Context: an optimization exercise on an open-source flow, tuned for small area. The choices shown serve that exercise and are no tape-out recipe.
Function was checked by simulation only, so behaviour that the tests miss may differ from the original.
Power figures rest on the tool's default switching activity, not on a simulated workload.

==> delta <==
// PICO_MAIN
module PICO_MAIN(
input clock,
input reset,
input SW1,SW2,SW3,SW4,SW5,SW6,SW7, SW0,
input compA, compB, btnC, btnR, JB1, JB2, JB3, JB7, JB8, JB9,
	output enableA,enableB,
    output JA1,JA2,JA3,JA4,
    output a, b, c, d, e, f, g, dp,
    output [3:0] an,
    output LED0,LED1,LED2,LED3,LED4,LED5,LED6,LED7,LED9,LED12,LED13,aim_servo,fire_servo
    );
==> module Frequency_Signal_Detection, before the edit <==
module Frequency_Signal_Detection(
    input clock, reset, JB7, JB8, JB9,
    output [1:0] retF, retL, retR,
    output LED9, LED12, LED13
);
    reg [12:0] wcnt;
    reg [6:0] cntF, cntL, cntR;
    reg lastF, lastL, lastR;
    reg [1:0] sigF, sigL, sigR;          
    reg chgL, chgR;                      
    reg [2:0] jF, jL, jR;
    reg LED9_r, LED12_r, LED13_r;
    wire wz = (wcnt == 13'h0001);
    wire w1 = (wcnt == 13'h1000);
    function [1:0] cls(input [6:0] n);
        cls = (!n[6] && n[5] && (n[4] || n[3] || (n[2] && n[1]))) ? 2'b01 :
              (n[6] && !(n[5] && n[4] && n[3] && n[0])) ? 2'b10 : 2'b00;
    endfunction
    function [1:0] conf(input [1:0] st, input [1:0] sig, input chg);
        if (sig != 2'b00 && !st[1])
            conf = st + 2'd1;
        else if (sig == 2'b00 || chg)
            conf = 2'd0;
        else
            conf = 2'd3;
    endfunction
    function [1:0] jst(input [2:0] j);
        jst = (j[1:0] == 2'b11) ? {j[2], !j[2]} : {j[2], j[2]};
    endfunction
    function [1:0] jret(input [2:0] j);
        jret = (j[1:0] == 2'b11) ? 2'b00 : j[1:0];
    endfunction
    function [2:0] jnext(input [2:0] j, input [1:0] sig, input chg);
        reg [1:0] st, ret;
        begin
            st = conf(jst(j), sig, chg);
            ret = (jst(j) == 2'd3) ? sig : 2'b00;
            if (ret != 2'b00) jnext = {st[1], ret};
            else if (st == 2'd1 || st == 2'd2) jnext = {st[1], 2'b11};
            else jnext = {st[1], 2'b00};
        end
    endfunction
    assign retF = jret(jF);
    assign retL = jret(jL);
    assign retR = jret(jR);
    wire [1:0] nF = cls(cntF);
    wire [1:0] nL = cls(cntL);
    wire [1:0] nR = cls(cntR);
    always @(posedge clock) begin
        if (reset) begin
            wcnt <= 13'h0001;
            cntF <= 7'd30; cntL <= 7'd30; cntR <= 7'd30;
            lastF <= 0; lastL <= 0; lastR <= 0;
            sigF <= 0; sigL <= 0; sigR <= 0;
            chgL <= 0; chgR <= 0;
            jF <= 0; jL <= 0; jR <= 0;
            LED9_r <= 0; LED12_r <= 0; LED13_r <= 0;
        end else if (wz) begin
            wcnt <= 13'hC70;
            cntF <= 7'd30; cntL <= 7'd30; cntR <= 7'd30;
            if (sigF == 2'b00) begin
                LED13_r <= 1; LED12_r <= 0; LED9_r <= 0;
            end else if (sigF == 2'b01) begin
                LED9_r <= 1; LED13_r <= 0; LED12_r <= 0;
            end else if (sigF == 2'b10) begin
                LED12_r <= 1; LED9_r <= 0; LED13_r <= 0;
            end
            sigF <= nF; sigL <= nL; sigR <= nR;
            chgL <= (nL != sigL);
            chgR <= (nR != sigR);
            jF <= jnext(jF, sigF, chgR);
            jL <= jnext(jL, sigL, chgL);
            jR <= jnext(jR, sigR, chgR);
        end else begin
            wcnt <= {wcnt[11:0], wcnt[12] ^ wcnt[3] ^ wcnt[2] ^ wcnt[0]};
            if (!w1) begin
                if (JB7 && !lastF && !(cntF[6] && cntF[5] && cntF[4] && cntF[3] && cntF[0])) cntF <= cntF + 7'd1;
                if (JB8 && !lastL && !(cntL[6] && cntL[5] && cntL[4] && cntL[3] && cntL[0])) cntL <= cntL + 7'd1;
                if (JB9 && !lastR && !(cntR[6] && cntR[5] && cntR[4] && cntR[3] && cntR[0])) cntR <= cntR + 7'd1;
            end
            lastF <= JB7; lastL <= JB8; lastR <= JB9;
        end
    end
    assign LED9 = LED9_r;
    assign LED12 = LED12_r;
    assign LED13 = LED13_r;
endmodule
==> module servo_controller, before the edit <==
module servo_controller(
    input clock, reset,
    input [10:0] scnt,
    input [1:0] retF, retL, retR,
    output aim_servo, fire_servo,
    output reg aiming_temp
);
    reg [6:0] fire_counter;              
    reg [4:0] dhi;                       
    reg [16:0] dlo;                      
    wire dlo_top = dlo[16] && dlo[15] && dlo[10] && dlo[9] && dlo[7] && dlo[5];    
    wire d_gt100k = |dhi;
    wire d_gt400k = dhi[4] || dhi[3] || dhi[2];
    wire d_max = dhi[4] && dhi[1] && dhi[0] && dlo_top;                          
    reg aiming_reg, firing_reg, fired;
    reg [2:0] shots;
    reg [1:0] aim;                       
    reg [10:0] aim_lim, fire_lim;
    always @(*) begin
        case (aim)
            2'd0: aim_lim = 11'd70;
            2'd1: aim_lim = 11'd75;
            2'd2: aim_lim = 11'd270;
            default: aim_lim = 11'd170;
        endcase
        case (shots)
            3'd1, 3'd2: fire_lim = 11'd106;
            3'd3, 3'd4: fire_lim = 11'd140;
            3'd5, 3'd6: fire_lim = 11'd190;
            default: fire_lim = 11'd70;
        endcase
    end
    always @(posedge clock) begin
        if (reset) begin
            aiming_temp <= 0;
            aiming_reg <= 0;
            firing_reg <= 0;
            fired <= 0;
            fire_counter <= 0;
            aim <= 0;
            shots <= 0;
            dhi <= 0;
            dlo <= 0;
        end else begin
            aiming_reg <= scnt < aim_lim;
            firing_reg <= scnt < fire_lim;
            if (fire_counter[6] && fire_counter[5] && fire_counter[2] && (fire_counter[1] || fire_counter[0]) && !fired) begin    
                dhi <= 0;
                dlo <= 0;
                fire_counter <= 0;
                fired <= 1;
                shots <= shots + 3'd1;
            end
            if (retF == 2'b10 && !fired && aim != 2'd3 && d_gt400k)
                fire_counter <= fire_counter + 7'd1;
            else if (retL == 2'b10 && !fired && d_gt100k) begin
                aim <= 2'd1;
                aiming_temp <= 1;
            end
            else if (retR == 2'b10 && !fired && d_gt100k) begin
                aim <= 2'd2;
                aiming_temp <= 1;
            end
            else if ((retF != 0 || retL != 0 || retR != 0) && fired)
                aiming_temp <= 0;
            else begin
                if (!d_max) begin
                    if (dlo_top) begin
                        dlo <= 17'd1;
                        dhi <= dhi + 5'd1;
                    end else
                        dlo <= dlo + 17'd1;
                end
                fired <= 0;
                aiming_temp <= 0;
                aim <= 2'd3;
            end
        end
    end
    assign aim_servo = aiming_reg;
    assign fire_servo = firing_reg;
endmodule
export LEC_CHECK = 0
export CAP_MARGIN = 20
export CORE_MARGIN = 2
export CORE_UTILIZATION = 40
export SLEW_MARGIN = 20
create_clock -name core_clock -period 10.0 [get_ports {clock}]
standard.sh (not shown) runs the stock make flow with config.mk's settings and CLKGATE_MAP_FILE= SYNTH_SCRIPT=/design/flow/synth_recipe.tcl, a recipe that flattens the netlist after the stock synthesis.
==> flow/flow/run.sh <==
#!/bin/bash
# The standard layout (standard.sh), with three changes:
#  - synthesis maps the logic with an area-oriented ABC script (flow/abc_area.script)
#    instead of ORFS's delay-oriented one, and leaves adders to ABC instead of
#    mapping them to half-adder cells first; everything else in synthesis, including the
#    -nofsm -noshare wrapper, the flattening and the renaming, is synth_recipe.tcl's;
#  - port buffers are the smallest buffer cell;
#  - the clock tree uses clkbuf_8 sink clusters and no dummy loads.
set -euo pipefail
HERE=$(pwd)
sed 's#^  log_cmd abc {\*}$abc_args$#  set abc_args [lreplace $abc_args 1 1 '"$HERE"'/flow/abc_area.script]\n  log_cmd abc {*}$abc_args#' \
    "$FLOW_HOME/scripts/synth.tcl" > "$HERE/synth_area.tcl.tmp"
# no half-adder cells: leave adders to ABC with the rest of the logic
sed 's#^  \[dont_use_adder_kinds\] ne "none"$#  0#' "$HERE/synth_area.tcl.tmp" > "$HERE/synth_area.tcl"
grep -q 'abc_area.script' "$HERE/synth_area.tcl"
grep -q '^  0$' "$HERE/synth_area.tcl"
sed 's#source $::env(SCRIPTS_DIR)/synth.tcl#source '"$HERE"'/synth_area.tcl#' synth_recipe.tcl > "$HERE/my_synth.tcl"
grep -q 'synth_area.tcl' "$HERE/my_synth.tcl"
sed 's#SYNTH_SCRIPT=[^ ]*#SYNTH_SCRIPT='"$HERE"'/my_synth.tcl#' standard.sh > "$HERE/my_standard.sh"
grep -q 'my_synth.tcl' "$HERE/my_standard.sh"
export BUFFER_PORTS_ARGS="-buffer_cell sky130_fd_sc_hd__buf_1"
export CTS_ARGS="-sink_clustering_enable -repair_clock_nets -dont_use_dummy_load -buf_list sky130_fd_sc_hd__clkbuf_8 -sink_clustering_size 30 -sink_clustering_max_diameter 100"
bash "$HERE/my_standard.sh" > standard.log 2>&1
==> flow/flow/abc_area.script <==
&get -n
&deepsyn -T 60 -S 7
&put
strash
dch -f
amap
topo
==> fjord: changes against delta <==
--- a/flow/design.v
+++ b/flow/design.v
@@ -3,3 +3,3 @@
     input clock, reset, JB7, JB8, JB9,
-    output [1:0] retF, retL, retR,
+    output reg [1:0] retF, retL, retR,
     output LED9, LED12, LED13
@@ -11,3 +11,3 @@
     reg chgL, chgR;                      
-    reg [2:0] jF, jL, jR;
+    reg [1:0] stF, stL, stR;             
     reg LED9_r, LED12_r, LED13_r;
@@ -16,4 +16,4 @@
     function [1:0] cls(input [6:0] n);
-        cls = (!n[6] && n[5] && (n[4] || n[3] || (n[2] && n[1]))) ? 2'b01 :
-              (n[6] && !(n[5] && n[4] && n[3] && n[0])) ? 2'b10 : 2'b00;
+        cls = (n >= 7'd8 && n <= 7'd33) ? 2'b01 :
+              (n >= 7'd34 && n <= 7'd90) ? 2'b10 : 2'b00;
     endfunction
@@ -27,21 +27,2 @@
     endfunction
-    function [1:0] jst(input [2:0] j);
-        jst = (j[1:0] == 2'b11) ? {j[2], !j[2]} : {j[2], j[2]};
-    endfunction
-    function [1:0] jret(input [2:0] j);
-        jret = (j[1:0] == 2'b11) ? 2'b00 : j[1:0];
-    endfunction
-    function [2:0] jnext(input [2:0] j, input [1:0] sig, input chg);
-        reg [1:0] st, ret;
-        begin
-            st = conf(jst(j), sig, chg);
-            ret = (jst(j) == 2'd3) ? sig : 2'b00;
-            if (ret != 2'b00) jnext = {st[1], ret};
-            else if (st == 2'd1 || st == 2'd2) jnext = {st[1], 2'b11};
-            else jnext = {st[1], 2'b00};
-        end
-    endfunction
-    assign retF = jret(jF);
-    assign retL = jret(jL);
-    assign retR = jret(jR);
     wire [1:0] nF = cls(cntF);
@@ -52,3 +33,3 @@
             wcnt <= 13'h0001;
-            cntF <= 7'd30; cntL <= 7'd30; cntR <= 7'd30;
+            cntF <= 0; cntL <= 0; cntR <= 0;
             lastF <= 0; lastL <= 0; lastR <= 0;
@@ -56,3 +37,4 @@
             chgL <= 0; chgR <= 0;
-            jF <= 0; jL <= 0; jR <= 0;
+            stF <= 0; stL <= 0; stR <= 0;
+            retF <= 0; retL <= 0; retR <= 0;
             LED9_r <= 0; LED12_r <= 0; LED13_r <= 0;
@@ -60,3 +42,3 @@
             wcnt <= 13'hC70;
-            cntF <= 7'd30; cntL <= 7'd30; cntR <= 7'd30;
+            cntF <= 0; cntL <= 0; cntR <= 0;
             if (sigF == 2'b00) begin
@@ -71,5 +53,8 @@
             chgR <= (nR != sigR);
-            jF <= jnext(jF, sigF, chgR);
-            jL <= jnext(jL, sigL, chgL);
-            jR <= jnext(jR, sigR, chgR);
+            stF <= conf(stF, sigF, chgR);
+            stL <= conf(stL, sigL, chgL);
+            stR <= conf(stR, sigR, chgR);
+            retF <= (stF == 2'd3) ? sigF : 2'b00;
+            retL <= (stL == 2'd3) ? sigL : 2'b00;
+            retR <= (stR == 2'd3) ? sigR : 2'b00;
         end else begin
@@ -77,5 +62,5 @@
             if (!w1) begin
-                if (JB7 && !lastF && !(cntF[6] && cntF[5] && cntF[4] && cntF[3] && cntF[0])) cntF <= cntF + 7'd1;
-                if (JB8 && !lastL && !(cntL[6] && cntL[5] && cntL[4] && cntL[3] && cntL[0])) cntL <= cntL + 7'd1;
-                if (JB9 && !lastR && !(cntR[6] && cntR[5] && cntR[4] && cntR[3] && cntR[0])) cntR <= cntR + 7'd1;
+                if (JB7 && !lastF && !(&cntF)) cntF <= cntF + 7'd1;
+                if (JB8 && !lastL && !(&cntL)) cntL <= cntL + 7'd1;
+                if (JB9 && !lastR && !(&cntR)) cntR <= cntR + 7'd1;
             end
@@ -97,8 +82,3 @@
     reg [6:0] fire_counter;              
-    reg [4:0] dhi;                       
-    reg [16:0] dlo;                      
-    wire dlo_top = dlo[16] && dlo[15] && dlo[10] && dlo[9] && dlo[7] && dlo[5];    
-    wire d_gt100k = |dhi;
-    wire d_gt400k = dhi[4] || dhi[3] || dhi[2];
-    wire d_max = dhi[4] && dhi[1] && dhi[0] && dlo_top;                          
+    reg [20:0] delay;                    
     reg aiming_reg, firing_reg, fired;
@@ -130,4 +110,3 @@
             shots <= 0;
-            dhi <= 0;
-            dlo <= 0;
+            delay <= 0;
         end else begin
@@ -136,4 +115,3 @@
             if (fire_counter[6] && fire_counter[5] && fire_counter[2] && (fire_counter[1] || fire_counter[0]) && !fired) begin    
-                dhi <= 0;
-                dlo <= 0;
+                delay <= 0;
                 fire_counter <= 0;
@@ -142,5 +120,5 @@
             end
-            if (retF == 2'b10 && !fired && aim != 2'd3 && d_gt400k)
+            if (retF == 2'b10 && !fired && aim != 2'd3 && delay > 21'd400000)
                 fire_counter <= fire_counter + 7'd1;
-            else if (retL == 2'b10 && !fired && d_gt100k) begin
+            else if (retL == 2'b10 && !fired && delay > 21'd100000) begin
                 aim <= 2'd1;
@@ -148,3 +126,3 @@
             end
-            else if (retR == 2'b10 && !fired && d_gt100k) begin
+            else if (retR == 2'b10 && !fired && delay > 21'd100000) begin
                 aim <= 2'd2;
@@ -155,9 +133,4 @@
             else begin
-                if (!d_max) begin
-                    if (dlo_top) begin
-                        dlo <= 17'd1;
-                        dhi <= dhi + 5'd1;
-                    end else
-                        dlo <= dlo + 17'd1;
-                end
+                if (delay < 21'd2000000)
+                    delay <= delay + 21'd1;
                 fired <= 0;
--- a/flow/flow/run.sh
+++ b/flow/flow/run.sh
@@ -3,4 +3,3 @@
 #  - synthesis maps the logic with an area-oriented ABC script (flow/abc_area.script)
-#    instead of ORFS's delay-oriented one, and leaves adders to ABC instead of
-#    mapping them to half-adder cells first; everything else in synthesis, including the
+#    instead of ORFS's delay-oriented one; everything else in synthesis, including the
 #    -nofsm -noshare wrapper, the flattening and the renaming, is synth_recipe.tcl's;
@@ -11,7 +10,4 @@
 sed 's#^  log_cmd abc {\*}$abc_args$#  set abc_args [lreplace $abc_args 1 1 '"$HERE"'/flow/abc_area.script]\n  log_cmd abc {*}$abc_args#' \
-    "$FLOW_HOME/scripts/synth.tcl" > "$HERE/synth_area.tcl.tmp"
-# no half-adder cells: leave adders to ABC with the rest of the logic
-sed 's#^  \[dont_use_adder_kinds\] ne "none"$#  0#' "$HERE/synth_area.tcl.tmp" > "$HERE/synth_area.tcl"
+    "$FLOW_HOME/scripts/synth.tcl" > "$HERE/synth_area.tcl"
 grep -q 'abc_area.script' "$HERE/synth_area.tcl"
-grep -q '^  0$' "$HERE/synth_area.tcl"
 sed 's#source $::env(SCRIPTS_DIR)/synth.tcl#source '"$HERE"'/synth_area.tcl#' synth_recipe.tcl > "$HERE/my_synth.tcl"
==> yarrow: changes against delta <==
--- a/flow/design.v
+++ b/flow/design.v
@@ -3,3 +3,3 @@
     input clock, reset, JB7, JB8, JB9,
-    output [1:0] retF, retL, retR,
+    output reg [1:0] retF, retL, retR,
     output LED9, LED12, LED13
@@ -11,3 +11,3 @@
     reg chgL, chgR;                      
-    reg [2:0] jF, jL, jR;
+    reg [1:0] stF, stL, stR;             
     reg LED9_r, LED12_r, LED13_r;
@@ -16,4 +16,4 @@
     function [1:0] cls(input [6:0] n);
-        cls = (!n[6] && n[5] && (n[4] || n[3] || (n[2] && n[1]))) ? 2'b01 :
-              (n[6] && !(n[5] && n[4] && n[3] && n[0])) ? 2'b10 : 2'b00;
+        cls = (n >= 7'd8 && n <= 7'd33) ? 2'b01 :
+              (n >= 7'd34 && n <= 7'd90) ? 2'b10 : 2'b00;
     endfunction
@@ -27,21 +27,2 @@
     endfunction
-    function [1:0] jst(input [2:0] j);
-        jst = (j[1:0] == 2'b11) ? {j[2], !j[2]} : {j[2], j[2]};
-    endfunction
-    function [1:0] jret(input [2:0] j);
-        jret = (j[1:0] == 2'b11) ? 2'b00 : j[1:0];
-    endfunction
-    function [2:0] jnext(input [2:0] j, input [1:0] sig, input chg);
-        reg [1:0] st, ret;
-        begin
-            st = conf(jst(j), sig, chg);
-            ret = (jst(j) == 2'd3) ? sig : 2'b00;
-            if (ret != 2'b00) jnext = {st[1], ret};
-            else if (st == 2'd1 || st == 2'd2) jnext = {st[1], 2'b11};
-            else jnext = {st[1], 2'b00};
-        end
-    endfunction
-    assign retF = jret(jF);
-    assign retL = jret(jL);
-    assign retR = jret(jR);
     wire [1:0] nF = cls(cntF);
@@ -52,3 +33,3 @@
             wcnt <= 13'h0001;
-            cntF <= 7'd30; cntL <= 7'd30; cntR <= 7'd30;
+            cntF <= 0; cntL <= 0; cntR <= 0;
             lastF <= 0; lastL <= 0; lastR <= 0;
@@ -56,3 +37,4 @@
             chgL <= 0; chgR <= 0;
-            jF <= 0; jL <= 0; jR <= 0;
+            stF <= 0; stL <= 0; stR <= 0;
+            retF <= 0; retL <= 0; retR <= 0;
             LED9_r <= 0; LED12_r <= 0; LED13_r <= 0;
@@ -60,3 +42,3 @@
             wcnt <= 13'hC70;
-            cntF <= 7'd30; cntL <= 7'd30; cntR <= 7'd30;
+            cntF <= 0; cntL <= 0; cntR <= 0;
             if (sigF == 2'b00) begin
@@ -71,5 +53,8 @@
             chgR <= (nR != sigR);
-            jF <= jnext(jF, sigF, chgR);
-            jL <= jnext(jL, sigL, chgL);
-            jR <= jnext(jR, sigR, chgR);
+            stF <= conf(stF, sigF, chgR);
+            stL <= conf(stL, sigL, chgL);
+            stR <= conf(stR, sigR, chgR);
+            retF <= (stF == 2'd3) ? sigF : 2'b00;
+            retL <= (stL == 2'd3) ? sigL : 2'b00;
+            retR <= (stR == 2'd3) ? sigR : 2'b00;
         end else begin
@@ -77,5 +62,5 @@
             if (!w1) begin
-                if (JB7 && !lastF && !(cntF[6] && cntF[5] && cntF[4] && cntF[3] && cntF[0])) cntF <= cntF + 7'd1;
-                if (JB8 && !lastL && !(cntL[6] && cntL[5] && cntL[4] && cntL[3] && cntL[0])) cntL <= cntL + 7'd1;
-                if (JB9 && !lastR && !(cntR[6] && cntR[5] && cntR[4] && cntR[3] && cntR[0])) cntR <= cntR + 7'd1;
+                if (JB7 && !lastF && !(&cntF)) cntF <= cntF + 7'd1;
+                if (JB8 && !lastL && !(&cntL)) cntL <= cntL + 7'd1;
+                if (JB9 && !lastR && !(&cntR)) cntR <= cntR + 7'd1;
             end
@@ -97,8 +82,3 @@
     reg [6:0] fire_counter;              
-    reg [4:0] dhi;                       
-    reg [16:0] dlo;                      
-    wire dlo_top = dlo[16] && dlo[15] && dlo[10] && dlo[9] && dlo[7] && dlo[5];    
-    wire d_gt100k = |dhi;
-    wire d_gt400k = dhi[4] || dhi[3] || dhi[2];
-    wire d_max = dhi[4] && dhi[1] && dhi[0] && dlo_top;                          
+    reg [20:0] delay;                    
     reg aiming_reg, firing_reg, fired;
@@ -130,4 +110,3 @@
             shots <= 0;
-            dhi <= 0;
-            dlo <= 0;
+            delay <= 0;
         end else begin
@@ -136,4 +115,3 @@
             if (fire_counter[6] && fire_counter[5] && fire_counter[2] && (fire_counter[1] || fire_counter[0]) && !fired) begin    
-                dhi <= 0;
-                dlo <= 0;
+                delay <= 0;
                 fire_counter <= 0;
@@ -142,5 +120,5 @@
             end
-            if (retF == 2'b10 && !fired && aim != 2'd3 && d_gt400k)
+            if (retF == 2'b10 && !fired && aim != 2'd3 && delay > 21'd400000)
                 fire_counter <= fire_counter + 7'd1;
-            else if (retL == 2'b10 && !fired && d_gt100k) begin
+            else if (retL == 2'b10 && !fired && delay > 21'd100000) begin
                 aim <= 2'd1;
@@ -148,3 +126,3 @@
             end
-            else if (retR == 2'b10 && !fired && d_gt100k) begin
+            else if (retR == 2'b10 && !fired && delay > 21'd100000) begin
                 aim <= 2'd2;
@@ -155,9 +133,4 @@
             else begin
-                if (!d_max) begin
-                    if (dlo_top) begin
-                        dlo <= 17'd1;
-                        dhi <= dhi + 5'd1;
-                    end else
-                        dlo <= dlo + 17'd1;
-                end
+                if (delay < 21'd2000000)
+                    delay <= delay + 21'd1;
                 fired <= 0;
==> summary of the runs <==
The highest first-iteration DRC count belongs to fjord, the lowest to yarrow. Between yarrow and delta, the lower synthesized cell count is in delta (gap about 2.6%, measured against delta). Fmax: yarrow < fjord < delta. fjord went through all stages and came out clean. delta ran to the end with no violations. yarrow ran to the end with no violations. In clock power, delta and yarrow hardly differ. Critical path depth, highest first: yarrow, fjord, delta. The lowest global-route usage belongs to delta, the highest to yarrow.
==> figures <==
quantity                                                                          yarrow                    fjord                    delta
Result of the run                                                complete, no violations  complete, no violations  complete, no violations
Inverters                                                                            132                      154                      109
Vias in the first global route                                                      5419                     6240                     5143
Worst voltage drop across the vdd grid                                       0.0001529 V             0.00009217 V              0.0001177 V
Fraction of area in clock buffers and inverters                                   3.060%                   2.683%                   3.154%
Share of total power in combinational logic                                        14.0%                    16.0%                    16.0%
Start point of the critical path                                             U2.delay[8]              U2.delay[0]                      SW1
Last element of the critical path                                           U2.delay[19]             U2.delay[20]                     LED1
Last weighted congestion value of the routability-driven placer                   0.7952                   0.8378                   0.7833
Fraction of power consumed by the clock network                                    27.8%                    27.3%                    26.7%
First-pass GRT wire length                                                      23.57 mm                 27.86 mm                 22.49 mm
Critical Path AT                                                                 6.02 ns                  5.20 ns                  2.39 ns
Netlist area before placement                                                  7013 um^2                8058 um^2                6807 um^2
Synth Area in Compound Gates                                                      19.71%                   20.93%                   17.43%

## static timing again, ports no longer ideal
Ports are ideal in the flow. The routed layouts listed here were re-timed in OpenROAD. Step 1 sets driving cells, clkbuf_16 on the clock port and buf_2 on the other inputs (assumed; they add their load-dependent delay and slew). Step 2 moves the port delays by t, midway between the first and last clock arrival at a register: inputs arrive t later, outputs are due t later. That takes back most of the time a late clock gives input paths. Slacks: ideal ports / drivers / drivers and shift; pairs: ideal ports / drivers.
run	t (ns)	slack for setup (ns)	cell pins on the clock port's net
delta	0.471	5.609 / 5.586 / 5.577	1
fjord	0.482	5.183 / 5.183 / 4.854	1
yarrow	0.482	4.351 / 4.351 / 4.351	1
After both steps every run listed still meets setup and hold. For fjord, which loses most, drivers alone change the setup slack by 0.000 ns; drivers and shift together by -0.329 ns.
